Background: an optimization exercise with open tools, aiming at small area, a short achievable clock period and few clock cycles. Do not read the settings as production practice. The RTL was checked by simulation tests, not by an equivalence proof against the original design.

==> flow/design.v <==
module MM (
  input  wire [31:0] A,
  input  wire [31:0] B,
  input  wire [31:0] N,
  input  wire        force_sub,
  output wire [31:0] res
);
  wire [32:0] BN = {1'b0, B} + {1'b0, N};
  wire [32:0] Bx = {1'b0, B};
  wire [32:0] Nx = {1'b0, N[31:1], 1'b1};
  wire [31:0] S [0:32];
  wire [32:0] C [0:32];
  assign S[0] = 32'd0;
  assign C[0] = 33'd0;
  genvar i;
  generate
    for (i = 0; i < 32; i = i + 1) begin : row
      wire        q    = S[i][0] ^ C[i][0] ^ (A[i] & B[0]);
      wire        s_bn = A[i] & q;
      wire        s_b  = A[i] & ~q;
      wire        s_n  = ~A[i] & q;
      wire [32:0] sel  = ({33{s_bn}} & BN) | ({33{s_b}} & Bx) | ({33{s_n}} & Nx);
      wire [32:0] s3   = {1'b0, S[i]};
      wire [32:0] sum  = s3 ^ C[i] ^ sel;
      wire [32:0] cy   = (s3 & C[i]) | (s3 & sel) | (C[i] & sel);
      assign S[i+1] = sum[32:1];
      assign C[i+1] = {cy[32:1], s3[0] | C[i][0] | sel[0]};
    end
  endgenerate
  wire [32:0] T = {1'b0, S[32]} + C[32];
  wire [33:0] D = {1'b0, T} - {2'b00, N};
  assign res = (force_sub | ~D[33]) ? D[31:0] : T[31:0];
endmodule
module RSA (
  input  wire        clk,
  input  wire        rst_n,
  input  wire        exe,
  input  wire [31:0] data,
  output reg         en,
  output reg  [7:0]  addr,
  output wire [31:0] result,
  output reg  [1:0]  status,
  output reg         o_en
);
  localparam [3:0] IDLE = 4'd0,  LDN  = 4'd1,  LDK  = 4'd2,  FSUB = 4'd3,
                   SNI  = 4'd4,  DBL  = 4'd5,  SQR2 = 4'd6,  CIN  = 4'd7,
                   PSQ  = 4'd8,  PMUL = 4'd9,  SQ   = 4'd10, SQ2  = 4'd11,
                   MULB = 4'd12, MUL3 = 4'd13, COUT = 4'd14, LAST = 4'd15;
  reg [3:0]  state;
  reg        done;
  reg [5:0]  cnt;       
  reg [31:0] N;
  reg [31:0] key;
  reg [31:0] R2;        
  reg [31:0] base;      
  reg [31:0] b3;        
  reg [31:0] acc;
  assign result = acc;
  reg [4:0] msb;
  integer k;
  always @* begin
    msb = 5'd0;
    for (k = 1; k < 32; k = k + 1)
      if (key[k]) msb = k[4:0];
  end
  wire key0  = (key == 32'd0);
  wire kbit  = key[cnt[4:0]];
  wire kbit1 = key[cnt[4:0] - 5'd1];
  wire last  = (cnt == 6'd0);
  reg  [31:0] opA;
  reg  [31:0] opB;
  always @* begin
    case (state)
      CIN:       opA = key0 ? 32'd1 : base;
      PMUL, MULB: opA = base;
      MUL3:      opA = b3;
      COUT:      opA = 32'd1;
      DBL:       opA = {acc[30:0], 1'b0};
      FSUB:      opA = 32'd0;
      default:   opA = acc;
    endcase
    opB = (state == CIN) ? R2 : acc;
  end
  wire [31:0] mres;
  MM mm (.A(opA), .B(opB), .N(N), .force_sub(state == FSUB), .res(mres));
  always @(posedge clk or negedge rst_n) begin
    if (!rst_n) begin
      state  <= IDLE;
      done   <= 1'b0;
      en     <= 1'b0;
      addr   <= 8'd191;
      status <= 2'b00;
      o_en   <= 1'b0;
    end else begin
      en   <= 1'b1;
      o_en <= (state == COUT);
      case (state)
        IDLE: if (exe && !done) begin state <= LDN; status <= 2'b01; end
        LDN:  begin state <= LDK; addr <= 8'd127; end
        LDK:  begin state <= FSUB; addr <= 8'd0; end
        FSUB: state <= N[31] ? DBL : SNI;
        SNI:  if (last) state <= DBL;
        DBL:  state <= SQR2;
        SQR2: if (last) begin state <= CIN; addr <= addr + 8'd1; end
        CIN:  state <= (msb == 5'd0) ? COUT : PSQ;
        PSQ:  state <= PMUL;
        PMUL: state <= last ? COUT : SQ;
        SQ:   if (kbit) state <= (!last && kbit1) ? SQ2 : MULB;
              else if (last) state <= COUT;
        SQ2:  state <= MUL3;
        MULB, MUL3: state <= last ? COUT : SQ;
        COUT: begin
                addr  <= addr + 8'd1;
                state <= (addr == 8'd64) ? LAST : CIN;
              end
        LAST: begin state <= IDLE; done <= 1'b1; status <= 2'b11; end
        default: ;
      endcase
    end
  end
  always @(posedge clk) begin
    case (state)
      LDK:  N   <= data;
      FSUB: begin key <= data; cnt <= 6'd39; end
      DBL:  cnt <= 6'd4;
      CIN:  cnt <= {1'b0, msb - 5'd1};
      SNI, SQR2, PMUL, MULB, MUL3: cnt <= cnt - 6'd1;
      SQ:   if (!kbit || (!last && kbit1)) cnt <= cnt - 6'd1;
      default: ;
    endcase
    if (!(state == PMUL && !kbit))
      acc <= mres;
    if (state == SQR2)
      R2 <= mres;
    if (state == PMUL)
      b3 <= mres;
    if (state == CIN)
      base <= mres;
    else if ((state == SQR2 && last) || state == COUT)
      base <= data;
  end
endmodule
==> flow/run.sh <==
#!/bin/bash
# synth_recipe.tcl (not shown) runs the flow's synth.tcl, then flattens the netlist and writes it again
# the make line also repeats each setting of config.mk as NAME=value (left out here)
make -C /OpenROAD-flow-scripts/flow DESIGN_CONFIG=/design/flow/config.mk WORK_HOME=/design/flow/orfs CLKGATE_MAP_FILE= SYNTH_SCRIPT=/design/flow/synth_recipe.tcl finish
==> flow/config.mk <==
export PLATFORM = sky130hd
export DESIGN_NAME = RSA
export DESIGN_NICKNAME = RSA
export VERILOG_FILES = /design/flow/design.v
export SDC_FILE = /design/flow/constraint.sdc
export NUM_CORES = 4
export LEC_CHECK = 0
export ABC_AREA = 1
export CAP_MARGIN = 20
export CORE_MARGIN = 2
export CORE_UTILIZATION = 40
export SLEW_MARGIN = 20
==> flow/constraint.sdc <==
create_clock -name core_clock -period 400.0 [get_ports {clk}]
set_input_delay 80.0000 -clock core_clock [delete_from_list [all_inputs] [get_ports {clk}]]
set_output_delay 80.0000 -clock core_clock [all_outputs]
set_load 0.01 [all_outputs]
==> flow_metrics.tcl, run 1 <==
set metrics [dict create \
    status "timing/DRC/antenna clean" \
    slowest_stage "dfstp_2" \
    vias_per_cell 6.56 \
    grt_pass1_vias 47600 \
    drtIter0Drc 5760 \
    syn_area_sq_um 50500 \
    synth_flop_cell "edfxtp_1" \
    firstDrtPassIters 7 \
    cts-root-buf "clkbuf_16" \
    min_period_ns 81.65 \
    finalSetupTns_ns 0 \
    grt_max_degree 65 \
    path_buf_inv 1 \
    critical-path-top-delay-family "flip-flops" \
    hold_viol 0 \
    syn_inst 5836 \
    max_cap_viol_count 0 \
    die_h_um 359 \
    area_delta_synth_final_pct 5.54 \
    clkSinkCount 215 \
    start_util_pct 40.3 \
    arrival_ns 1.65 \
    core_sq_um 126000 \
    critical_path_depth 1 \
    clock_latency_ns 0.56 \
    path_max_fanout 4 \
    grt_overflow 0 \
    critical_path.max_stage_delay_ns 0.56 \
    r2r_setup_slack_ns 331.49 \
    drt-wirelength-per-cell_um 26.5 \
    hold_slack_ns 0.471 \
    fin_skew_ns 0.0403 \
    ctsLongestPathBuffers 3 \
    yosys_warnings 2 \
    die_w_um 359 \
    worstSetupPathType "reg2out" \
    numCtsBuffers 24 \
    r2r_start "state[1]$_DFFE_PN0P_" \
    cts_tree "done" \
    rows 130 \
    ioPinCount 79 \
    slew_viol_final 0 \
    drive_gt1_share_pct 8.42 \
    ys_async_sr_fraction_pct 7.91 \
    grt_use_total_pct 29.3 \
    slew_headroom_pct 21.8 \
    synth_seq_area_share_pct 12.6 \
    synth_edf_count 198 \
    syn_avg_cell_area_sq_um 8.66 \
    post_cts_buffers 0 \
    nNetsFinal 6657 \
    rsz0062_at_grt "no" \
    min_path_type "reg2reg" \
    worst_pin_slew_ns 1.16 \
    critPathLaunch "addr[2]$_DFFE_PN1P_" \
    final_common_cell "a21oi_1" \
    num_vias 47200 \
    path_clk_slew_ns 0.06 \
    hold_buffers 0 \
    synth_cell_types 65 \
    cp-end-kind "primary output" \
    layout_common_cells "1,068 x a21oi_1, 933 x fa_1, 910 x o22ai_1" \
    fin_crit_sh_pct 20.4 \
    reg2reg_depth 286 \
    cp.required_ns 320.00 \
    cp-start-kind "flop" \
    ys_ff_latch 215 \
    portBuffers 78 \
    worstHoldStart "done$_DFFE_PN0P_" \
    cts_max_level 1 \
    path_cells "clkdlybuf4s50_1" \
    fmax_mhz 12.2 \
    ant_nets 0 \
    drt-total-wl_um 191000 \
    antenna_found_initial 2 \
    grt_pass1_wl_um 300000 \
    setup_viol 0 \
    drc 0 \
    routabilityCongestion 0.947 \
    cts_resized 0 \
    hold_depth 1 \
    dpl.hpwl_um 148000 \
    die_area_sq_um 129000 \
]
state kept, by name, indices dropped and copies added, names as in the netlist:
register,flops
en,1
R2,32
done,1
key,32
base,32
addr,8
acc,32
cnt,6
o_en,1
state,4
N,32
b3,32
status,2
layout make-up:
class | count | area (sq um)
inverters | 432 | 1620
repair buffers | 309 | 2560
well taps | 1650 | 2060
multi-input cells | 4545 | 39900
diodes | 1 | 2.50
flip-flops and latches | 215 | 6380
fillers | 12400 | 72200
clock buffers | 33 | 644
clock inverters | 11 | 124
final timing paths:
| path | endpoint |
|---|---|
| setup / recovery | addr[2] |
| hold / removal | done$_DFFE_PN0P_ |
| setup reg to reg | base[23]$_DFFE_PP_ |
| hold reg to reg | done$_DFFE_PN0P_ |
| max in group asynchronous | en$_DFF_PN0_ |
| min in group asynchronous | addr[6]$_DFFE_PN0P_ |
cells in the mapped netlist (7+ instances only):
cell	number	area, sq um
buf_2	307	1540
nand3_1	111	556
clkbuf_1	324	1220
o21ai_2	20	175
fa_1	933	18700
nand2_2	13	81.3
o21ai_0	105	526
o21a_1	31	233
dfstp_2	7	184
o211ai_1	7	52.6
a31oi_1	7	43.8
nand2_1	607	2280
o221ai_1	63	552
xor2_1	55	482
o211ai_2	18	225
xnor2_1	32	280
a21oi_4	7	114
nor2_2	7	43.8
o2111ai_1	9	78.8
a21boi_2	9	101
o21ai_1	42	210
nor2_1	146	548
nand4_1	34	213
o21bai_1	34	255
o22ai_1	910	5690
ha_1	162	2030
a21oi_1	1068	5350
edfxtp_1	198	5950
nor3_1	22	110
dfrtp_1	10	250
inv_2	37	139
inv_1	395	1480
and2_1	32	200
per-layer routing:
layer  global-route usage [%]  vias up  part of all wire [%]
li1                         -    20100                     -
met1                     40.0    23900                    40
met2                     45.4     2820                    44
met3                     7.04      405                    11
met4                     10.0        0                   4.1
met5                        0        -                     0
stage by stage:
step	worst slack [ns]	utilization, %	instances	area, sq um
2_1_floorplan	319.45	-	5836	50500
6_report	318.35	42.5	7196	53300
5_1_grt	318.31	42.5	7195	53300
3_3_place_gp	318.93	41.8	7147	52500
4_1_cts	318.33	42.5	7193	53300
3_5_place_dp	318.93	41.8	7149	52500
cell families after synthesis:
kind of cell | share of synthesized area, %
simple gates | 8.30
other cells | 0.00742
buf+inv | 8.85
compound gates | 27.6
flops | 12.6
fa+ha+maj | 41.0
xor+xnor | 1.64
Testbench counts, summed over its fixed seeds: cycles 55,688.
==> run 2: changes to the inputs <==
--- a/flow/design.v
+++ b/flow/design.v
@@ -1 +1,16 @@
+function [33:0] rca33;
+  input [32:0] a;
+  input [32:0] b;
+  input        cin;
+  integer      n;
+  reg          c;
+  begin
+    c = cin;
+    for (n = 0; n < 33; n = n + 1) begin
+      rca33[n] = a[n] ^ b[n] ^ c;
+      c        = (a[n] & b[n]) | (a[n] & c) | (b[n] & c);
+    end
+    rca33[33] = c;
+  end
+endfunction
 module MM (
@@ -7,27 +22,82 @@
 );
-  wire [32:0] BN = {1'b0, B} + {1'b0, N};
+  wire [33:0] bn_s = rca33({1'b0, B}, {1'b0, N}, 1'b0);
+  wire [32:0] BN = bn_s[32:0];
   wire [32:0] Bx = {1'b0, B};
   wire [32:0] Nx = {1'b0, N[31:1], 1'b1};
-  wire [31:0] S [0:32];
-  wire [32:0] C [0:32];
-  assign S[0] = 32'd0;
-  assign C[0] = 33'd0;
-  genvar i;
+  wire        q0   = A[0] & B[0];
+  wire [32:0] sel0 = ({33{A[0] & q0}} & BN) | ({33{A[0] & ~q0}} & Bx) | ({33{~A[0] & q0}} & Nx);
+  wire [31:0] S1   = sel0[32:1];
+  wire        q1   = S1[0] ^ (A[1] & B[0]);
+  wire [32:0] sel1 = ({33{A[1] & q1}} & BN) | ({33{A[1] & ~q1}} & Bx) | ({33{~A[1] & q1}} & Nx);
+  wire [32:0] sum1 = {1'b0, S1} ^ sel1;
+  wire [32:0] cy1  = {1'b0, S1} & sel1;
+  wire [31:0] nS [2:32];
+  wire [32:0] nC [2:32];
+  assign nS[2] = ~sum1[32:1];
+  assign nC[2] = ~{cy1[32:1], S1[0] | sel1[0]};
+  genvar i, j;
   generate
-    for (i = 0; i < 32; i = i + 1) begin : row
-      wire        q    = S[i][0] ^ C[i][0] ^ (A[i] & B[0]);
-      wire        s_bn = A[i] & q;
-      wire        s_b  = A[i] & ~q;
-      wire        s_n  = ~A[i] & q;
-      wire [32:0] sel  = ({33{s_bn}} & BN) | ({33{s_b}} & Bx) | ({33{s_n}} & Nx);
-      wire [32:0] s3   = {1'b0, S[i]};
-      wire [32:0] sum  = s3 ^ C[i] ^ sel;
-      wire [32:0] cy   = (s3 & C[i]) | (s3 & sel) | (C[i] & sel);
-      assign S[i+1] = sum[32:1];
-      assign C[i+1] = {cy[32:1], s3[0] | C[i][0] | sel[0]};
+    for (i = 2; i < 32; i = i + 1) begin : row
+      wire        q    = nS[i][0] ^ nC[i][0] ^ (A[i] & B[0]);
+      wire        l_bn, l_b, l_n, s_bn, s_b, s_n;
+      MMdec dl (.a(A[i]), .q(q), .s_bn(l_bn), .s_b(l_b), .s_n(l_n));
+      MMdec dh (.a(A[i]), .q(q), .s_bn(s_bn), .s_b(s_b), .s_n(s_n));
+      wire        nsel0 = ~((l_bn & BN[0]) | (l_b & B[0]) | l_n);
+      wire [32:0] nsum;
+      wire [32:0] ncy;
+      assign ncy[0] = nS[i][0] & nC[i][0] & nsel0;
+      for (j = 1; j < 32; j = j + 1) begin : col
+        wire nsel;
+        if (j == 1) begin : lo
+          MMsel us (.s_bn(l_bn), .s_b(l_b), .s_n(l_n), .bn(BN[j]), .b(B[j]), .n(N[j]),
+                    .nsel(nsel));
+        end else begin : hi
+          MMsel us (.s_bn(s_bn), .s_b(s_b), .s_n(s_n), .bn(BN[j]), .b(B[j]), .n(N[j]),
+                    .nsel(nsel));
+        end
+        MMfa  uf (.a(nS[i][j]), .b(nC[i][j]), .c(nsel), .sum(nsum[j]), .cy(ncy[j]));
+      end
+      wire nsel32 = ~(s_bn & BN[32]);
+      assign nsum[32] = ~(nC[i][32] ^ nsel32);
+      assign ncy[32]  = nC[i][32] | nsel32;
+      assign nsum[0]  = 1'b1;
+      assign nS[i+1] = nsum[32:1];
+      assign nC[i+1] = ncy;
     end
   endgenerate
-  wire [32:0] T = {1'b0, S[32]} + C[32];
+  wire [32:0] T = ~({1'b1, nS[32]} + nC[32] + 33'd1);
   wire [33:0] D = {1'b0, T} - {2'b00, N};
   assign res = (force_sub | ~D[33]) ? D[31:0] : T[31:0];
+endmodule
+module MMdec (
+  input  wire a,
+  input  wire q,
+  output wire s_bn,
+  output wire s_b,
+  output wire s_n
+);
+  assign s_bn = a & q;
+  assign s_b  = a & ~q;
+  assign s_n  = ~a & q;
+endmodule
+module MMsel (
+  input  wire s_bn,
+  input  wire s_b,
+  input  wire s_n,
+  input  wire bn,
+  input  wire b,
+  input  wire n,
+  output wire nsel
+);
+  assign nsel = ~((s_bn & bn) | (s_b & b) | (s_n & n));
+endmodule
+module MMfa (
+  input  wire a,
+  input  wire b,
+  input  wire c,
+  output wire sum,
+  output wire cy
+);
+  assign sum = a ^ b ^ c;
+  assign cy  = (a & b) | (a & c) | (b & c);
 endmodule
--- a/flow/config.mk
+++ b/flow/config.mk
@@ -7,3 +7,2 @@
 export LEC_CHECK = 0
-export ABC_AREA = 1
 export CAP_MARGIN = 20
@@ -12 +11,3 @@
 export SLEW_MARGIN = 20
+export SYNTH_HIERARCHICAL = 1
+export SYNTH_MINIMUM_KEEP_SIZE = 0
==> run 2 against run 1 <==
Net effect:
- setup slack worse by 0.0060 ns
- largest cell class unchanged
- still clean on timing, DRC and antenna
- highest routed layer unchanged
- utilization up 1.5 points
- via count down 11%
- critical path depth unchanged
==> flow_metrics.tcl, run 2 <==
set metrics [dict create \
    status "timing/DRC/antenna clean" \
    yosys_warnings 8 \
    grt_overflow 0 \
    worstHoldStart "status[0]$_DFFE_PN0P_" \
    globalRouteMet2Util_pct 46.2 \
    fin_crit_sh_pct 20.4 \
    vias_per_cell 7.40 \
    drive_gt1_share_pct 9.66 \
    synth_top_family_by_area "adder cells" \
    grt_util_met3_pct 3.36 \
    grt_pass1_wl_um 262000 \
    ant_nets 0 \
    reg2reg_depth 186 \
    critical_path.max_stage_delay_ns 0.60 \
    cp.required_ns 320.00 \
    synth_edf_count 198 \
    path_clk_slew_ns 0.07 \
    synth_area_leader_cell "fa_1" \
    drt-wirelength-per-cell_um 29.6 \
    max_cap_viol_count 0 \
    ys_async_sr_fraction_pct 7.91 \
    synth_seq_area_share_pct 13.5 \
    min_period_ns 81.65 \
    path_max_fanout 7 \
    synthAdderAreaFrac_pct 44.3 \
    post_cts_buffers 0 \
    num_vias 42000 \
    area_delta_synth_final_pct 8.68 \
    synth.most_common_cell "fa_1" \
    layout_common_cells "963 x fa_1, 930 x a222oi_1, 357 x nand2_1" \
    ys_ff_latch 215 \
    firstDrtPassIters 17 \
    fin_cells 5677 \
    syn_inst 3990 \
    drt-total-wl_um 168000 \
    path_buf_inv 1 \
    placed_cells 5644 \
    hold_depth 1 \
    synth_cell_types 95 \
    synthTopCellsByArea "fa_1 41%, a222oi_1 20%, edfxtp_1 13%" \
    ctsLongestPathBuffers 3 \
    holdPathEnd "status[0]$_DFFE_PN0P_" \
    clkSinkCount 215 \
    fmax_mhz 12.2 \
    slew_viol_final 0 \
    antenna_found_initial 1 \
    die_w_um 347 \
    fin_skew_ns 0.0181 \
    numCtsBuffers 18 \
    die_area_sq_um 121000 \
    drtIter0Drc 10400 \
    syn_avg_cell_area_sq_um 11.8 \
    worstSetupPathType "reg2out" \
    nNetsFinal 5269 \
    dpl.hpwl_um 128000 \
    slew_headroom_pct 25.8 \
    grt_busiest_layer "met2" \
    r2r_start "state[2]$_DFFE_PN0P_" \
    cts-root-buf "clkbuf_16" \
    synth_compound_area_share_pct 26.7 \
    antennaDiodeCount 0 \
    yosys-top-cells-count "963 x fa_1, 930 x a222oi_1, 358 x nand2_1" \
    cts_tree "done" \
    drc 0 \
    grt_max_degree 65 \
    r2r-end "base[0]$_DFFE_PP_" \
    clock_latency_ns 0.51 \
    synth.top_cell.area_share_pct 40.9 \
    synth-simple-area-share_pct 9.17 \
    start_util_pct 40.5 \
    synth-xor-area-share_pct 1.58 \
    hold_viol 0 \
    synth_flop_cell "edfxtp_1" \
    cts_max_level 1 \
    rows 125 \
    ioPinCount 79 \
    dp_slack_ns 318.49 \
    cp-end-kind "primary output" \
    final_common_cell "fa_1" \
    cts_resized 0 \
    setup_viol 0 \
    syn_area_sq_um 47200 \
    core_sq_um 117000 \
    finalSetupTns_ns 0 \
    worst_pin_slew_ns 1.11 \
    portBuffers 78 \
    synthMuxAreaShare_pct 2.28 \
    grt_use_total_pct 27.3 \
    grt_pass1_vias 43700 \
    routabilityCongestion 0.906 \
    use_met1_pct 37.2 \
    r2r_setup_slack_ns 336.86 \
    cp-start-kind "flop" \
    setup_ws_ns 318.35 \
    rsz0062_at_grt "no" \
    hold_buffers 0 \
    arrival_ns 1.66 \
    path_cells "clkdlybuf4s50_1" \
    critical-path-top-delay-family "flip-flops" \
    slowest_stage "dfstp_2" \
    die_h_um 347 \
    min_path_type "reg2reg" \
]
[run 2: cell types whose count changed in the layout (fill, tap and decap cells not counted), sizes merged, moves of 71 or more]
cell    previous run  this run
a21oi           1079        90
a222oi             0       930
buf              231       146
inv              431       196
nand2            622       358
nand2b             0        71
nand3            111        20
nor2             154        83
nor2b              0        75
o21ai            167        85
o22ai            910         5
[run 2: per-module statistics from Yosys, one instance, submodules excluded]
module | copies in the design | cells | flops+latches | area [sq um]
RSA | 1 | 805 | 215 | 9800
MMsel | 930 | 1 | 0 | 10.0
MMfa | 930 | 1 | 0 | 20.0
MM | 1 | 1145 | 0 | 8100
MMdec | 60 | 3 | 0 | 22.5
[run 2: how the worst max path moves through the flow]
stage                             start                    to  slack, ns  depth (start not counted)
finish              addr[3]$_DFFE_PN1P_               addr[3]     318.35                          1
global route        addr[3]$_DFFE_PN1P_               addr[3]     318.30                          1
CTS                 addr[3]$_DFFE_PN1P_               addr[3]     318.33                          1
detailed placement                  exe  state[2]$_DFFE_PN0P_     318.49                          6
global placement                    exe  state[2]$_DFFE_PN0P_     318.51                          7
floorplan                           exe  state[2]$_DFFE_PN0P_     319.08                          6
[run 2: metrics by stage]
| stage | utilization, % | hold WS [ns] | cell area, sq um |
|---|---|---|---|
| floorplan | - | 0.444 | 47200 |
| global route | 44.0 | 0.498 | 51300 |
| finish | 44.0 | 0.482 | 51300 |
| detailed placement | 43.5 | 0.467 | 50700 |
| CTS | 44.0 | 0.486 | 51300 |
| global placement | 43.5 | 0.459 | 50700 |
[run 2: cell type report]
cell class / count / area, sq um
clock inverter: 7 / 41.3
inverter: 197 / 739
clock buffer: 25 / 498
multi-input combinational: 3485 / 39800
fill: 10900 / 65200
timing repair buffer: 224 / 1890
tap: 1524 / 1910
sequential: 215 / 6380
[run 2: metal layers]
layer	up-vias	part of all wire (%)
met5	-	0
met4	0	2.4
met3	233	9.9
met2	2636	49
met1	22000	39
li1	17100	-
[run 2: cells by family (layout without fill, tap and decap cells)]
logic type,count (synthesis),count (layout)
AO/OA/AOI/OAI,1387,1387
flip-flops,215,215
other,1,1
AND/OR/NAND/NOR,833,833
multiplexers,87,87
XOR/XNOR,84,84
buffers and inverters,290,453
adder cells (fa/ha/maj),1093,1093
Testbench counts of run 2, summed over its fixed seeds: cycles 55,688.
==> run 3: changes to the inputs <==
--- a/flow/design.v
+++ b/flow/design.v
@@ -1,16 +1 @@
-function [33:0] rca33;
-  input [32:0] a;
-  input [32:0] b;
-  input        cin;
-  integer      n;
-  reg          c;
-  begin
-    c = cin;
-    for (n = 0; n < 33; n = n + 1) begin
-      rca33[n] = a[n] ^ b[n] ^ c;
-      c        = (a[n] & b[n]) | (a[n] & c) | (b[n] & c);
-    end
-    rca33[33] = c;
-  end
-endfunction
 module MM (
@@ -22,4 +7,12 @@
 );
-  wire [33:0] bn_s = rca33({1'b0, B}, {1'b0, N}, 1'b0);
-  wire [32:0] BN = bn_s[32:0];
+  wire [32:0] BN;
+  wire [32:0] bnc;
+  assign bnc[0] = 1'b0;
+  genvar k;
+  generate
+    for (k = 0; k < 32; k = k + 1) begin : bn_add
+      MMfa f (.a(B[k]), .b(N[k]), .c(bnc[k]), .sum(BN[k]), .cy(bnc[k+1]));
+    end
+  endgenerate
+  assign BN[32] = bnc[32];
   wire [32:0] Bx = {1'b0, B};
@@ -67,5 +60,21 @@
   endgenerate
-  wire [32:0] T = ~({1'b1, nS[32]} + nC[32] + 33'd1);
-  wire [33:0] D = {1'b0, T} - {2'b00, N};
-  assign res = (force_sub | ~D[33]) ? D[31:0] : T[31:0];
+  wire [32:0] tS;
+  wire [32:0] tc;
+  assign tc[0] = 1'b1;
+  generate
+    for (k = 0; k < 32; k = k + 1) begin : t_add
+      MMfa f (.a(nS[32][k]), .b(nC[32][k]), .c(tc[k]), .sum(tS[k]), .cy(tc[k+1]));
+    end
+  endgenerate
+  assign tS[32] = ~(nC[32][32] ^ tc[32]);
+  wire [31:0] y;
+  wire [32:0] yc;
+  assign yc[0] = 1'b0;
+  generate
+    for (k = 0; k < 32; k = k + 1) begin : d_add
+      MMfa f (.a(tS[k]), .b(N[k]), .c(yc[k]), .sum(y[k]), .cy(yc[k+1]));
+    end
+  endgenerate
+  wire ge = ~(tS[32] & yc[32]);
+  assign res = (force_sub | ge) ? ~y : ~tS[31:0];
 endmodule
@@ -139,2 +148,4 @@
   wire last  = (cnt == 6'd0);
+  wire one   = (cnt == 6'd1);
+  wire kshort = (msb == 5'd0);    
   reg  [31:0] opA;
@@ -165,3 +176,3 @@
       en   <= 1'b1;
-      o_en <= (state == COUT);
+      o_en <= (state == COUT) || (state == MULB && last);
       case (state)
@@ -173,14 +184,28 @@
         DBL:  state <= SQR2;
-        SQR2: if (last) begin state <= CIN; addr <= addr + 8'd1; end
-        CIN:  state <= (msb == 5'd0) ? COUT : PSQ;
+        SQR2: if (last) state <= CIN;
+        CIN:  begin
+                state <= PSQ;
+                if (msb[4:1] == 4'd0) addr <= addr + 8'd1;
+              end
         PSQ:  state <= PMUL;
-        PMUL: state <= last ? COUT : SQ;
-        SQ:   if (kbit) state <= (!last && kbit1) ? SQ2 : MULB;
-              else if (last) state <= COUT;
+        PMUL: begin
+                state <= last ? COUT : SQ;
+                if (one) addr <= addr + 8'd1;
+              end
+        SQ:   begin
+                if (kbit) state <= (!last && kbit1) ? SQ2 : MULB;
+                else if (last) state <= COUT;
+                if (one && (!kbit || kbit1)) addr <= addr + 8'd1;
+              end
         SQ2:  state <= MUL3;
-        MULB, MUL3: state <= last ? COUT : SQ;
-        COUT: begin
-                addr  <= addr + 8'd1;
-                state <= (addr == 8'd64) ? LAST : CIN;
-              end
+        MUL3: begin
+                state <= last ? COUT : SQ;
+                if (one) addr <= addr + 8'd1;
+              end
+        MULB: begin
+                if (last) state <= (addr == 8'd64) ? LAST : CIN;
+                else      state <= SQ;
+                if (one) addr <= addr + 8'd1;
+              end
+        COUT: state <= (addr == 8'd64) ? LAST : CIN;
         LAST: begin state <= IDLE; done <= 1'b1; status <= 2'b11; end
@@ -195,3 +220,3 @@
       DBL:  cnt <= 6'd4;
-      CIN:  cnt <= {1'b0, msb - 5'd1};
+      CIN:  cnt <= kshort ? 6'd0 : {1'b0, msb - 5'd1};
       SNI, SQR2, PMUL, MULB, MUL3: cnt <= cnt - 6'd1;
@@ -200,3 +225,3 @@
     endcase
-    if (!(state == PMUL && !kbit))
+    if (!(state == PMUL && !kbit) && !((state == PSQ || state == PMUL) && kshort))
       acc <= mres;
@@ -208,3 +233,4 @@
       base <= mres;
-    else if ((state == SQR2 && last) || state == COUT)
+    else if ((state == SQR2 && last) || state == COUT || (state == MULB && last) ||
+             (state == SQ && last && kbit))
       base <= data;
--- a/flow/config.mk
+++ b/flow/config.mk
@@ -10,2 +10,3 @@
 export CORE_UTILIZATION = 40
+export GPL_TIMING_DRIVEN = 0
 export SLEW_MARGIN = 20
==> run 3 against run 2 <==
Net effect:
- flip-flop and latch count is the same
- critical path depth unchanged
- critical path type unchanged
- still clean
- clock-buffer cell count decreased by 2
- non-clock buffer count down 12
- global-route usage fell by 4.4 points
- final cell count is 8.9% lower
- sequential share of layout area rose by 0.47 points
- fmax hardly changed
==> flow_metrics.tcl, run 3 <==
set metrics [dict create \
    grt_overflow 0 \
    path_cells "clkdlybuf4s50_1" \
    path_max_fanout 7 \
    worstSetupPathType "reg2out" \
    routabilityCongestion 0.877 \
    grt_use_total_pct 22.9 \
    drive_gt1_share_pct 10.4 \
    slowest_stage "dfstp_2" \
    core_sq_um 111000 \
    path_buf_inv 1 \
    ctsLongestPathBuffers 3 \
    vias_per_cell 7.08 \
    fmax_mhz 12.2 \
    grt_pass1_vias 39000 \
    use_met1_pct 32.5 \
    worst_pin_slew_ns 1.13 \
    clock_latency_ns 0.53 \
    drtIter0Drc 7160 \
    start_util_pct 40.4 \
    slew_headroom_pct 24.6 \
    rows 122 \
    area_delta_synth_final_pct 9.88 \
    path_clk_slew_ns 0.06 \
    num_vias 36600 \
    status "timing/DRC/antenna clean" \
    fin_cells 5172 \
    synthTopCellsByArea "fa_1 46%, a222oi_1 21%, edfxtp_1 13%" \
    setup_viol 0 \
    numCtsBuffers 21 \
    syn_avg_cell_area_sq_um 12.8 \
    ys_async_sr_fraction_pct 7.91 \
    drt-total-wl_um 137000 \
    synth_seq_area_share_pct 14.2 \
    fin_skew_ns 0.0328 \
    yosys-top-cells-count "1,026 x fa_1, 961 x a222oi_1, 374 x nand2_1" \
    synth_cell_types 72 \
    min_path_type "reg2reg" \
    hold_viol 0 \
    clkSinkCount 215 \
    ioPinCount 79 \
    globalRouteMet2Util_pct 38.5 \
    cts_tree "done" \
    cts_resized 0 \
    critical_path.max_stage_delay_ns 0.61 \
    grt_util_met3_pct 2.48 \
    min_period_ns 81.70 \
    cp-end-kind "primary output" \
    slew_viol_final 0 \
    dpl.hpwl_um 116000 \
    synth.most_common_cell "fa_1" \
    hold_buffers 0 \
    cts_max_level 1 \
    cts-root-buf "clkbuf_16" \
    critical-path-top-delay-family "flip-flops" \
    firstDrtPassIters 13 \
    ys_ff_latch 215 \
    antenna_found_initial 1 \
    cp-start-kind "flop" \
    syn_area_sq_um 45000 \
    grt_busiest_layer "met2" \
    arrival_ns 1.70 \
    synth_edf_count 198 \
    nNetsFinal 4796 \
    final_common_cell "fa_1" \
    ant_nets 0 \
    placed_cells 5112 \
    rsz0062_at_grt "no" \
    cp.required_ns 320.00 \
    yosys_warnings 8 \
    die_h_um 339 \
    synth.top_cell.area_share_pct 45.7 \
    grt_max_degree 35 \
    layout_common_cells "1,000 x fa_1, 961 x a222oi_1, 345 x nand2_1" \
    max_cap_viol_count 0 \
    die_w_um 339 \
    post_cts_buffers 0 \
    grt_pass1_wl_um 218000 \
    synth_area_leader_cell "fa_1" \
    drt-wirelength-per-cell_um 26.5 \
    syn_inst 3519 \
    portBuffers 78 \
    fin_crit_sh_pct 20.4 \
    drc 0 \
    synth_flop_cell "edfxtp_1" \
    die_area_sq_um 115000 \
    finalSetupTns_ns 0 \
]
==> run 3: path summary, 6_finish.rpt <==
check                                       endpoint  slack [ns]                 start  cells after the start
max in group asynchronous        addr[6]$_DFFE_PN0P_      319.52                 rst_n                      1
worst max register to register     base[6]$_DFFE_PP_      326.51  state[1]$_DFFE_PN0P_                    201
worst min-delay path             addr[7]$_DFFE_PN1P_        0.50   addr[7]$_DFFE_PN1P_                      2
worst min register to register   addr[7]$_DFFE_PN1P_        0.50   addr[7]$_DFFE_PN1P_                      2
worst max-delay path                         addr[4]      318.30   addr[4]$_DFFE_PN1P_                      1
min in group asynchronous       state[3]$_DFFE_PN0P_       79.96                 rst_n                      1
==> run 3: kinds of logic (layout without fill, tap and decap cells) <==
kind of cell / after synthesis / in the layout / synth area share, %
AO/OA/AOI/OAI: 1123 / 1123 / 24.5
adder cells (fa/ha/maj): 1093 / 1093 / 47.6
AND/OR/NAND/NOR: 758 / 758 / 8.80
flip-flops: 215 / 215 / 14.2
buffers and inverters: 195 / 358 / 1.77
multiplexers: 91 / 91 / 2.31
XOR/XNOR: 41 / 41 / 0.799
other: 3 / 5 / 0.0250
==> run 3: worst register-to-register path: cells and delay by family (launching register included) <==
| kind | cells | cell delay, ns |
|---|---|---|
| fa+ha+maj | 96 | 38.66 |
| xor+xnor | 30 | 11.70 |
| simple gates | 36 | 10.11 |
| compound gates | 31 | 9.51 |
| buf+inv | 6 | 2.27 |
| mux | 2 | 0.71 |
| flops | 1 | 0.37 |
==> run 3: through the flow <==
step / worst slack [ns] / instance area [sq um] / hold WS (ns) / utilization [%]
final: 318.30 / 49400 / 0.500 / 44.4
after global routing: 318.26 / 49400 / 0.525 / 44.4
after CTS: 318.29 / 49000 / 0.499 / 44.1
after detailed placement: 318.72 / 48300 / 0.484 / 43.4
after global placement: 318.69 / 47600 / 0.484 / 42.8
after floorplan: 319.27 / 45000 / 0.437 / -
==> run 3: modules after synthesis (local to each module, per instance) <==
| module | flops+latches | cells inside |
|---|---|---|
| MM | 0 | 543 |
| RSA | 215 | 840 |
| MMfa | 0 | 1 |
| MMsel | 0 | 1 |
| MMdec | 0 | 3 |
==> run 3: final cells by class <==
cell class	instances	area, sq um
fill	10500	61700
multi-input combinational	3110	38200
sequential	215	6380
tap	1488	1860
timing repair buffer	125	1480
clock buffer	23	533
inverter	108	405
buffer	87	392
clock inverter	15	161
antenna	1	2.50
==> run 3: layer usage <==
metal	wire (um)	part of all wire, %
met5	0	0
met4	2020	1.5
met3	9470	6.9
met2	66100	48
met1	59200	43
Testbench counts of run 3, summed over its fixed seeds: cycles 54,984.
==> run 4: changes to the inputs <==
--- a/flow/config.mk
+++ b/flow/config.mk
@@ -10,3 +10,2 @@
 export CORE_UTILIZATION = 40
-export GPL_TIMING_DRIVEN = 0
 export SLEW_MARGIN = 20
==> run 4 against run 3 <==
Net effect:
- still clean on timing, DRC and antenna
- via count is 6.0% higher
- register-to-register slack better by 2.5 ns
- largest cell class unchanged
- highest routed layer unchanged
==> flow_metrics.tcl, run 4 <==
set metrics [dict create \
    status "timing/DRC/antenna clean" \
    arrival_ns 1.67 \
    cts_tree "done" \
    grt_pass1_vias 40000 \
    critical-path-top-delay-family "flip-flops" \
    r2r_start "state[2]$_DFFE_PN0P_" \
    ys_async_sr_fraction_pct 7.91 \
    ant_nets 0 \
    min_period_ns 81.67 \
    cp-end-kind "primary output" \
    max_cap_viol_count 0 \
    path_buf_inv 1 \
    synthMuxAreaShare_pct 2.31 \
    die_area_sq_um 115000 \
    drt-total-wl_um 155000 \
    firstDrtPassIters 17 \
    fmax_mhz 12.2 \
    critPathLaunch "addr[4]$_DFFE_PN1P_" \
    synth_flop_cell "edfxtp_1" \
    final_common_cell "fa_1" \
    synthAdderAreaFrac_pct 47.6 \
    portBuffers 78 \
    clkSinkCount 215 \
    ys_ff_latch 215 \
    ctsLongestPathBuffers 3 \
    cp-start-kind "flop" \
    hold_buffers 0 \
    grt_use_total_pct 26.3 \
    worstHoldStart "status[0]$_DFFE_PN0P_" \
    synth_cell_types 72 \
    synth_area_leader_cell "fa_1" \
    synth_seq_area_share_pct 14.2 \
    numCtsBuffers 19 \
    drive_gt1_share_pct 11.7 \
    path_clk_slew_ns 0.08 \
    synthTopCellsByArea "fa_1 46%, a222oi_1 21%, edfxtp_1 13%" \
    fillCellCount 10500 \
    start_util_pct 40.4 \
    synth_top_family_by_area "adder cells" \
    syn_avg_cell_area_sq_um 12.8 \
    grt_pass1_wl_um 243000 \
    fin_crit_sh_pct 20.4 \
    yosys-top-cells-count "1,026 x fa_1, 961 x a222oi_1, 374 x nand2_1" \
    grt_overflow 0 \
    path_max_fanout 7 \
    synth-xor-area-share_pct 0.799 \
    syn_inst 3519 \
    routabilityCongestion 0.925 \
    setup_viol 0 \
    grt_max_degree 66 \
    slew_viol_final 0 \
    num_vias 38800 \
    yosys_warnings 8 \
    layout_common_cells "1,026 x fa_1, 961 x a222oi_1, 373 x nand2_1" \
    multiInputGateArea_sq_um 37900 \
    synth_compound_area_share_pct 24.5 \
    dpl.hpwl_um 122000 \
    critical_path.max_stage_delay_ns 0.61 \
    cts_resized 0 \
    cts_max_level 1 \
    synth.top_cell.area_share_pct 45.7 \
    syn_area_sq_um 45000 \
    rsz0062_at_grt "no" \
    core_sq_um 111000 \
    synth-simple-area-share_pct 8.80 \
    drtIter0Drc 9613 \
    die_w_um 339 \
    cts-root-buf "clkbuf_16" \
    drt-wirelength-per-cell_um 29.8 \
    slew_headroom_pct 34.9 \
    min_path_type "reg2reg" \
    hold_viol 0 \
    area_delta_synth_final_pct 9.81 \
    post_cts_buffers 0 \
    regArea_sq_um 6380 \
    drc 0 \
    cp.required_ns 320.00 \
    nNetsFinal 4840 \
    synth_edf_count 198 \
    clock_latency_ns 0.51 \
    worstSetupPathType "reg2out" \
    antennaDiodeCount 0 \
    antenna_found_initial 0 \
    path_cells "clkdlybuf4s50_1" \
    finalSetupTns_ns 0 \
    fin_skew_ns 0.0217 \
    die_h_um 339 \
    ioPinCount 79 \
    slowest_stage "dfstp_2" \
    worst_pin_slew_ns 0.977 \
    synth.most_common_cell "fa_1" \
    rows 122 \
    vias_per_cell 7.44 \
]
-- run 4: stage by stage --
step	util, %	setup slack (ns)	instances	instance area [sq um]	hold WS [ns]
floorplan	-	319.27	3520	45000	0.437
global placement	43.8	318.69	5177	48700	0.462
detailed placement	43.8	318.66	5177	48700	0.473
CTS	44.4	318.32	5210	49300	0.488
global route	44.4	318.30	5212	49400	0.532
finish	44.4	318.33	5212	49400	0.487
-- run 4: cells by family (layout without fill, tap and decap cells) --
family          Yosys count  count (layout)
mux                      91              91
xor+xnor                 41              41
fa+ha+maj              1093            1093
flops                   215             215
compound gates         1123            1123
simple gates            758             758
other cells               3               4
buf+inv                 195             399
-- run 4: per-module statistics from Yosys, one instance, submodules excluded --
module / area, sq um / flops+latches / cells inside / copies in the design
MM: 3930 / 0 / 543 / 1
MMdec: 22.5 / 0 / 3 / 60
MMfa: 20.0 / 0 / 1 / 1026
MMsel: 10.0 / 0 / 1 / 930
RSA: 9830 / 215 / 840 / 1
-- run 4: worst reg2reg max path: cells and delay by family, from the launching register on --
family	cells	cell delay, ns
DFF	1	0.83
adders and majority gates	96	38.46
and+or+nand+nor	38	10.16
xor gates and xnor gates	30	10.26
AOI/OAI and AO/OA	30	9.33
muxes	2	0.88
buffers and inverters	3	0.89
-- run 4: path summary, 6_finish.rpt --
check,end,slack (ns),depth (start not counted)
min reg2reg,status[0]$_DFFE_PN0P_,0.49,2
max in group asynchronous,addr[6]$_DFFE_PN0P_,319.52,1
min,status[0]$_DFFE_PN0P_,0.49,2
max,addr[4],318.33,1
max reg2reg,base[0]$_DFFE_PP_,329.03,199
min in group asynchronous,done$_DFFE_PN0P_,79.97,1
-- run 4: routing by layer --
metal | up-vias | wire length [um] | GRT usage, %
met4 | 0 | 6570 | 9.64
li1 | 15500 | - | -
met3 | 290 | 14800 | 3.19
met1 | 20500 | 58600 | 35.1
met5 | - | 0 | 0
met2 | 2451 | 75100 | 44.1
-- run 4: layout make-up --
| cell class | instances | share of cell area (%) |
|---|---|---|
| Clock inverter | 12 | 0.241 |
| Multi-Input combinational cell | 3110 | 76.8 |
| Inverter | 108 | 0.821 |
| Sequential cell | 215 | 12.9 |
| Timing Repair Buffer | 258 | 4.40 |
| Tap cell | 1488 | 3.77 |
| Clock buffer | 21 | 0.999 |
==> run 5: changes to the inputs <==
--- a/flow/design.v
+++ b/flow/design.v
@@ -34,9 +34,7 @@
       wire        q    = nS[i][0] ^ nC[i][0] ^ (A[i] & B[0]);
-      wire        l_bn, l_b, l_n, s_bn, s_b, s_n;
-      MMdec dl (.a(A[i]), .q(q), .s_bn(l_bn), .s_b(l_b), .s_n(l_n));
+      wire        s_bn, s_b, s_n;
       MMdec dh (.a(A[i]), .q(q), .s_bn(s_bn), .s_b(s_b), .s_n(s_n));
-      wire        nsel0 = ~((l_bn & BN[0]) | (l_b & B[0]) | l_n);
       wire [32:0] nsum;
       wire [32:0] ncy;
-      assign ncy[0] = nS[i][0] & nC[i][0] & nsel0;
+      assign ncy[0] = nS[i][0] & nC[i][0];
       for (j = 1; j < 32; j = j + 1) begin : col
@@ -44,4 +42,3 @@
         if (j == 1) begin : lo
-          MMsel us (.s_bn(l_bn), .s_b(l_b), .s_n(l_n), .bn(BN[j]), .b(B[j]), .n(N[j]),
-                    .nsel(nsel));
+          MMsel1 us (.a(A[i]), .q(q), .bn(BN[j]), .b(B[j]), .n(N[j]), .nsel(nsel));
         end else begin : hi
@@ -90,2 +87,12 @@
   assign s_n  = ~a & q;
+endmodule
+module MMsel1 (
+  input  wire a,
+  input  wire q,
+  input  wire bn,
+  input  wire b,
+  input  wire n,
+  output wire nsel
+);
+  assign nsel = ~((q & a & bn) | (q & ~a & n) | (~q & a & b));
 endmodule
==> run 5 against run 4 <==
Net effect:
- still clean
- utilization shrank 0.33 points
- non-clock buffer count decreased by 19
- final cell count fell by 2.0%
- fmax about the same
- first-iteration DRC count down 6.4%
- clock-buffer cell count grew 6
- synthesized cell count is 2.7% lower
- die area is 1.3% lower
- register-to-register slack better by 4.8 ns
- routed wire length is 0.23% lower
- critical path depth unchanged
- global-route usage increased by 0.83 points
==> flow_metrics.tcl, run 5 <==
set metrics [dict create \
    routabilityCongestion 0.916 \
    crit_path_end "addr[4]" \
    cts_resized 0 \
    area_delta_synth_final_pct 9.69 \
    slew_headroom_pct 27.3 \
    yosys-top-cells-count "1,026 x fa_1, 931 x a222oi_1, 404 x nand2_1" \
    critPathLaunch "addr[4]$_DFFE_PN1P_" \
    drtIter0Drc 8999 \
    setup_viol 0 \
    synth.top_cell.area_share_pct 46.3 \
    path_clk_slew_ns 0.07 \
    die_w_um 337 \
    final_common_cell "fa_1" \
    grt_pass1_vias 39500 \
    fin_crit_sh_pct 20.4 \
    synth_cell_types 73 \
    grt_overflow 0 \
    drive_gt1_share_pct 10.8 \
    hold_viol 0 \
    path_max_fanout 7 \
    path_buf_inv 1 \
    slowest_stage "dfstp_2" \
    critical_path_depth 1 \
    core_sq_um 110000 \
    rows 122 \
    syn_avg_cell_area_sq_um 13.0 \
    min_period_ns 81.67 \
    clock_latency_ns 0.51 \
    portBuffers 78 \
    fmax_mhz 12.2 \
    drt-wirelength-per-cell_um 30.3 \
    drt-total-wl_um 155000 \
    ant_nets 0 \
    synth_flop_cell "edfxtp_1" \
    layout_common_cells "1,024 x fa_1, 931 x a222oi_1, 403 x nand2_1" \
    post_cts_buffers 0 \
    start_util_pct 40.2 \
    fin_cells 5106 \
    synth_area_leader_cell "fa_1" \
    cp.required_ns 320.00 \
    reg2reg_depth 199 \
    r2r_setup_slack_ns 333.87 \
    placed_cells 5070 \
    grt_pass1_wl_um 243000 \
    cp-end-kind "primary output" \
    finalSetupTns_ns 0 \
    antenna_found_initial 2 \
    hold_buffers 0 \
    worstSetupPathType "reg2out" \
    vias_per_cell 7.42 \
    cts_tree "done" \
    critical_path.max_stage_delay_ns 0.60 \
    slew_viol_final 0 \
    yosys_warnings 8 \
    ys_ff_latch 215 \
    drc 0 \
    path_cells "clkdlybuf4s50_1" \
    arrival_ns 1.67 \
    synth.most_common_cell "fa_1" \
    fin_skew_ns 0.0165 \
    status "timing/DRC/antenna clean" \
    cts_max_level 1 \
    dpl.hpwl_um 120000 \
    die_area_sq_um 114000 \
    grt_max_degree 66 \
    post-route-util_pct 44.1 \
    critical-path-top-delay-family "flip-flops" \
    synth_seq_area_share_pct 14.4 \
    syn_area_sq_um 44400 \
    ioPinCount 79 \
    fillCellCount 10300 \
    grt_use_total_pct 27.1 \
    max_cap_viol_count 0 \
    clkSinkCount 215 \
    ctsLongestPathBuffers 3 \
    cts-root-buf "clkbuf_16" \
    r2r-end "base[0]$_DFFE_PP_" \
    worst_pin_slew_ns 1.09 \
    synthTopCellsByArea "fa_1 46%, a222oi_1 21%, edfxtp_1 13%" \
    die_h_um 337 \
    cp-start-kind "flop" \
    syn_inst 3423 \
    synth_edf_count 198 \
    firstDrtPassIters 17 \
    hold_slack_ns 0.485 \
    r2r_start "state[1]$_DFFE_PN0P_" \
    ys_async_sr_fraction_pct 7.91 \
    numCtsBuffers 20 \
    rsz0062_at_grt "no" \
    num_vias 37900 \
    nNetsFinal 4732 \
    min_path_type "reg2reg" \
]
[run 5: cell types whose count changed in the layout (fill, tap and decap cells not counted), sizes merged, moves of 19 or more]
| cell | previous run | this run |
|---|---|---|
| mux2i | 72 | 102 |
| buf | 180 | 161 |
| nor2b | 97 | 67 |
| mux2 | 10 | 40 |
| nand2b | 41 | 11 |
| and2 | 63 | 33 |
| and2b | 60 | 30 |
| nand2 | 375 | 405 |
| a221oi | 33 | 3 |
| a222oi | 961 | 931 |
[run 5: modules after synthesis, one instance, submodules excluded]
module / copies in the design / flip-flops and latches / cells inside
RSA: 1 / 215 / 840
MMdec: 30 / 0 / 3
MM: 1 / 0 / 477
MMfa: 1026 / 0 / 1
MMsel: 900 / 0 / 1
MMsel1: 30 / 0 / 3
[run 5: cell type report]
class | instances | area, sq um | share of cell area (%)
well taps | 1488 | 1860 | 3.83
flip-flops and latches | 215 | 6380 | 13.1
inverters | 108 | 405 | 0.833
repair buffers | 239 | 1990 | 4.09
clock buffers | 27 | 548 | 1.13
clock inverters | 7 | 90.1 | 0.185
multi-input cells | 3020 | 37400 | 76.8
diodes | 2 | 5.00 | 0.0103
[run 5: worst min-delay path by stage]
| stage | from | endpoint | slack (ns) | depth (start not counted) |
|---|---|---|---|---|
| floorplan | done$_DFFE_PN0P_ | done$_DFFE_PN0P_ | 0.44 | 2 |
| global placement | status[0]$_DFFE_PN0P_ | status[0]$_DFFE_PN0P_ | 0.46 | 2 |
| detailed placement | status[0]$_DFFE_PN0P_ | status[0]$_DFFE_PN0P_ | 0.48 | 2 |
| CTS | status[0]$_DFFE_PN0P_ | status[0]$_DFFE_PN0P_ | 0.49 | 2 |
| global route | status[0]$_DFFE_PN0P_ | status[0]$_DFFE_PN0P_ | 0.50 | 2 |
| finish | status[0]$_DFFE_PN0P_ | status[0]$_DFFE_PN0P_ | 0.49 | 2 |
[run 5: metrics by stage]
stage,area [sq um],worst slack [ns]
6_report,48700,318.33
4_1_cts,48600,318.32
2_1_floorplan,44400,319.27
3_5_place_dp,48000,318.66
5_1_grt,48700,318.30
3_3_place_gp,48000,318.69
[run 5: per-layer routing]
| layer | global-route usage [%] | wire length [um] | vias up |
|---|---|---|---|
| li1 | - | - | 15100 |
| met1 | 36.3 | 58500 | 20200 |
| met2 | 45.4 | 75000 | 2409 |
| met3 | 2.99 | 14600 | 242 |
| met4 | 10.3 | 6560 | 0 |
| met5 | 0 | 0 | - |
[run 5: cells by family (layout without fill, tap and decap cells)]
family | Yosys count | in the layout | share of synthesized area [%]
buffers and inverters | 189 | 381 | 1.73
xor gates and xnor gates | 41 | 41 | 0.810
other | 3 | 6 | 0.0254
AOI/OAI and AO/OA | 1063 | 1063 | 23.6
adders and majority gates | 1093 | 1093 | 48.2
and+or+nand+nor | 668 | 668 | 7.22
DFF | 215 | 215 | 14.4
muxes | 151 | 151 | 4.04
Testbench counts of run 5, summed over its fixed seeds: cycles 54,984.
==> run 6: changes to the inputs <==
--- a/flow/config.mk
+++ b/flow/config.mk
@@ -7,6 +7,7 @@
 export LEC_CHECK = 0
-export CAP_MARGIN = 20
+export CAP_MARGIN = 10
 export CORE_MARGIN = 2
 export CORE_UTILIZATION = 40
-export SLEW_MARGIN = 20
+export CTS_BUF_LIST = sky130_fd_sc_hd__clkbuf_8
+export SLEW_MARGIN = 10
 export SYNTH_HIERARCHICAL = 1
==> run 6 against run 5 <==
Net effect:
- fmax shrank 0.10%
- clock skew grew 0.0086 ns
- critical path depth is the same
- non-clock buffer count is the same
- flip-flop and latch count is the same
- area after synthesis is the same
- hold slack gained 0.0030 ns
- setup slack lost 0.082 ns
- via count shrank 0.20%
- final cell count grew 0.35%
- largest cell class unchanged
- highest routed layer unchanged
==> flow_metrics.tcl, run 6 <==
set metrics [dict create \
    syn_area_sq_um 44400 \
    die_h_um 337 \
    vias_per_cell 7.38 \
    firstDrtPassIters 17 \
    ys_async_sr_fraction_pct 7.91 \
    critical-path-top-delay-family "flip-flops" \
    path_clk_slew_ns 0.08 \
    synthTopCellsByArea "fa_1 46%, a222oi_1 21%, edfxtp_1 13%" \
    post_cts_buffers 0 \
    portBuffers 78 \
    synth.most_common_cell "fa_1" \
    syn_avg_cell_area_sq_um 13.0 \
    fillCellCount 10300 \
    rows 122 \
    yosys-top-cells-count "1,026 x fa_1, 931 x a222oi_1, 404 x nand2_1" \
    worst_pin_slew_ns 1.13 \
    min_period_ns 81.75 \
    grt_util_met3_pct 2.95 \
    r2r_setup_slack_ns 333.91 \
    setup_viol 0 \
    cp-end-kind "primary output" \
    cts-root-buf "clkbuf_8" \
    cts_tree "done" \
    final_common_cell "fa_1" \
    grt_busiest_layer "met2" \
    ant_nets 0 \
    synth_seq_area_share_pct 14.4 \
    die_area_sq_um 114000 \
    critical_path.max_stage_delay_ns 0.60 \
    hold_viol 0 \
    layout_common_cells "1,025 x fa_1, 931 x a222oi_1, 403 x nand2_1" \
    ys_ff_latch 215 \
    clkSinkCount 215 \
    drc 0 \
    hold_buffers 0 \
    yosys_warnings 8 \
    dpl.hpwl_um 120000 \
    globalRouteMet2Util_pct 45.4 \
    ctsLongestPathBuffers 3 \
    dp_slack_ns 318.66 \
    synth_flop_cell "edfxtp_1" \
    core_sq_um 110000 \
    arrival_ns 1.75 \
    fin_crit_sh_pct 20.4 \
    max_cap_viol_count 0 \
    synth_cell_types 73 \
    fmax_mhz 12.2 \
    grt_max_degree 66 \
    grt_overflow 0 \
    drt-total-wl_um 155000 \
    cp.required_ns 320.00 \
    holdPathEnd "status[0]$_DFFE_PN0P_" \
    grt_pass1_vias 39600 \
    die_w_um 337 \
    worstSetupPathType "reg2out" \
    status "timing/DRC/antenna clean" \
    num_vias 37800 \
    worstHoldStart "status[0]$_DFFE_PN0P_" \
    synth_area_leader_cell "fa_1" \
    drtIter0Drc 9034 \
    antenna_found_initial 1 \
    cp-start-kind "flop" \
    path_max_fanout 7 \
    use_met1_pct 36.4 \
    drive_gt1_share_pct 11.0 \
    cts_max_level 1 \
    grt_use_total_pct 27.2 \
    start_util_pct 40.2 \
    reg2reg_depth 196 \
    multiInputGateArea_sq_um 37400 \
    r2r_start "state[1]$_DFFE_PN0P_" \
    rsz0062_at_grt "no" \
    synth.top_cell.area_share_pct 46.3 \
    numCtsBuffers 29 \
    cts_resized 0 \
    hold_depth 2 \
    synth_edf_count 198 \
    fin_skew_ns 0.0251 \
    slew_headroom_pct 24.5 \
    routabilityCongestion 0.916 \
    nNetsFinal 4741 \
    regArea_sq_um 6380 \
    min_path_type "reg2reg" \
    clock_latency_ns 0.60 \
    grt_pass1_wl_um 243000 \
    path_cells "clkdlybuf4s50_1" \
    path_buf_inv 1 \
    drt-wirelength-per-cell_um 30.2 \
    area_delta_synth_final_pct 9.62 \
    slowest_stage "dfstp_2" \
    syn_inst 3423 \
    finalSetupTns_ns 0 \
    setup_ws_ns 318.25 \
    ioPinCount 79 \
    r2r-end "base[0]$_DFFE_PP_" \
    slew_viol_final 0 \
]
## run 6: cell families after synthesis
logic type,after synthesis,synth area share (%)
AOI/OAI and AO/OA,1063,23.6
xor gates and xnor gates,41,0.810
adders and majority gates,1093,48.2
buffers and inverters,189,1.73
DFF,215,14.4
muxes,151,4.04
other,3,0.0254
and+or+nand+nor,668,7.22
## run 6: final cells by class
cell class	count	area share, %
timing repair buffer	239	4.09
antenna	1	0.00515
inverter	108	0.834
multi-input combinational	3020	76.9
clock inverter	24	0.435
sequential	215	13.1
clock buffer	29	0.821
tap	1488	3.83
## run 6: routing by layer
layer | wire, um | up-vias
li1 | - | 15100
met1 | 58400 | 20100
met2 | 74900 | 2353
met3 | 14600 | 259
met4 | 6810 | 0
met5 | 0 | -
## run 6: per-stage QoR
stage	instance area, sq um	util, %	hold slack (ns)	cells
global placement	48000	43.5	0.459	5070
finish	48600	44.1	0.488	5124
floorplan	44400	-	0.437	3424
detailed placement	48000	43.5	0.476	5070
CTS	48600	44.1	0.493	5123
global route	48600	44.1	0.505	5124
## run 6: worst max path at each step
stage | startpoint | endpoint | slack, ns | cells past startpoint
4_1_cts | addr[4]$_DFFE_PN1P_ | addr[4] | 318.23 | 1
5_1_grt | addr[4]$_DFFE_PN1P_ | addr[4] | 318.21 | 1
2_1_floorplan | exe | state[0]$_DFFE_PN0P_ | 319.27 | 4
3_3_place_gp | exe | state[0]$_DFFE_PN0P_ | 318.69 | 5
3_5_place_dp | exe | state[0]$_DFFE_PN0P_ | 318.66 | 5
6_report | addr[2]$_DFFE_PN1P_ | addr[2] | 318.25 | 1
## run 6: tightest hold or removal path, cell delays in order, from the launching register on
cell     delay [ns]
dfrtp_1        0.35
a31oi_1        0.04
o21ai_0        0.06
## run 6: Yosys stat by module, one instance, submodules excluded
| module | times used | flops+latches |
|---|---|---|
| RSA | 1 | 215 |
| MMdec | 30 | 0 |
| MM | 1 | 0 |
| MMfa | 1026 | 0 |
| MMsel | 900 | 0 |
| MMsel1 | 30 | 0 |

==> separate check: timing with driven ports <==
No port has a modelled driver above. Below, the same layouts with a new extraction and two added sets of constraints.
Step 1 sets driving cells, clkbuf_16 on the clock port and buf_2 on the other inputs (assumed; they add their load-dependent delay and slew).
Step 2 also shifts input and output timing later by t, the mid clock arrival at the registers, as if the neighbouring blocks saw the same clock.
Slacks: ideal ports / drivers / drivers and shift; pairs: ideal ports / drivers.
| run | shift t [ns] | slack for setup (ns) | pins driven straight from the clock port |
|---|---|---|---|
| run 1 | 0.592 | 318.351 / 318.302 / 318.894 | 1 |
| run 2 | 0.550 | 318.345 / 318.299 / 318.456 | 1 |
| run 3 | 0.554 | 318.303 / 318.261 / 318.679 | 1 |
| run 4 | 0.544 | 318.332 / 318.290 / 318.623 | 1 |
| run 5 | 0.550 | 318.329 / 318.283 / 318.638 | 1 |
| run 6 | 0.626 | 318.247 / 318.206 / 318.628 | 1 |
After both steps every run listed still meets setup and hold.
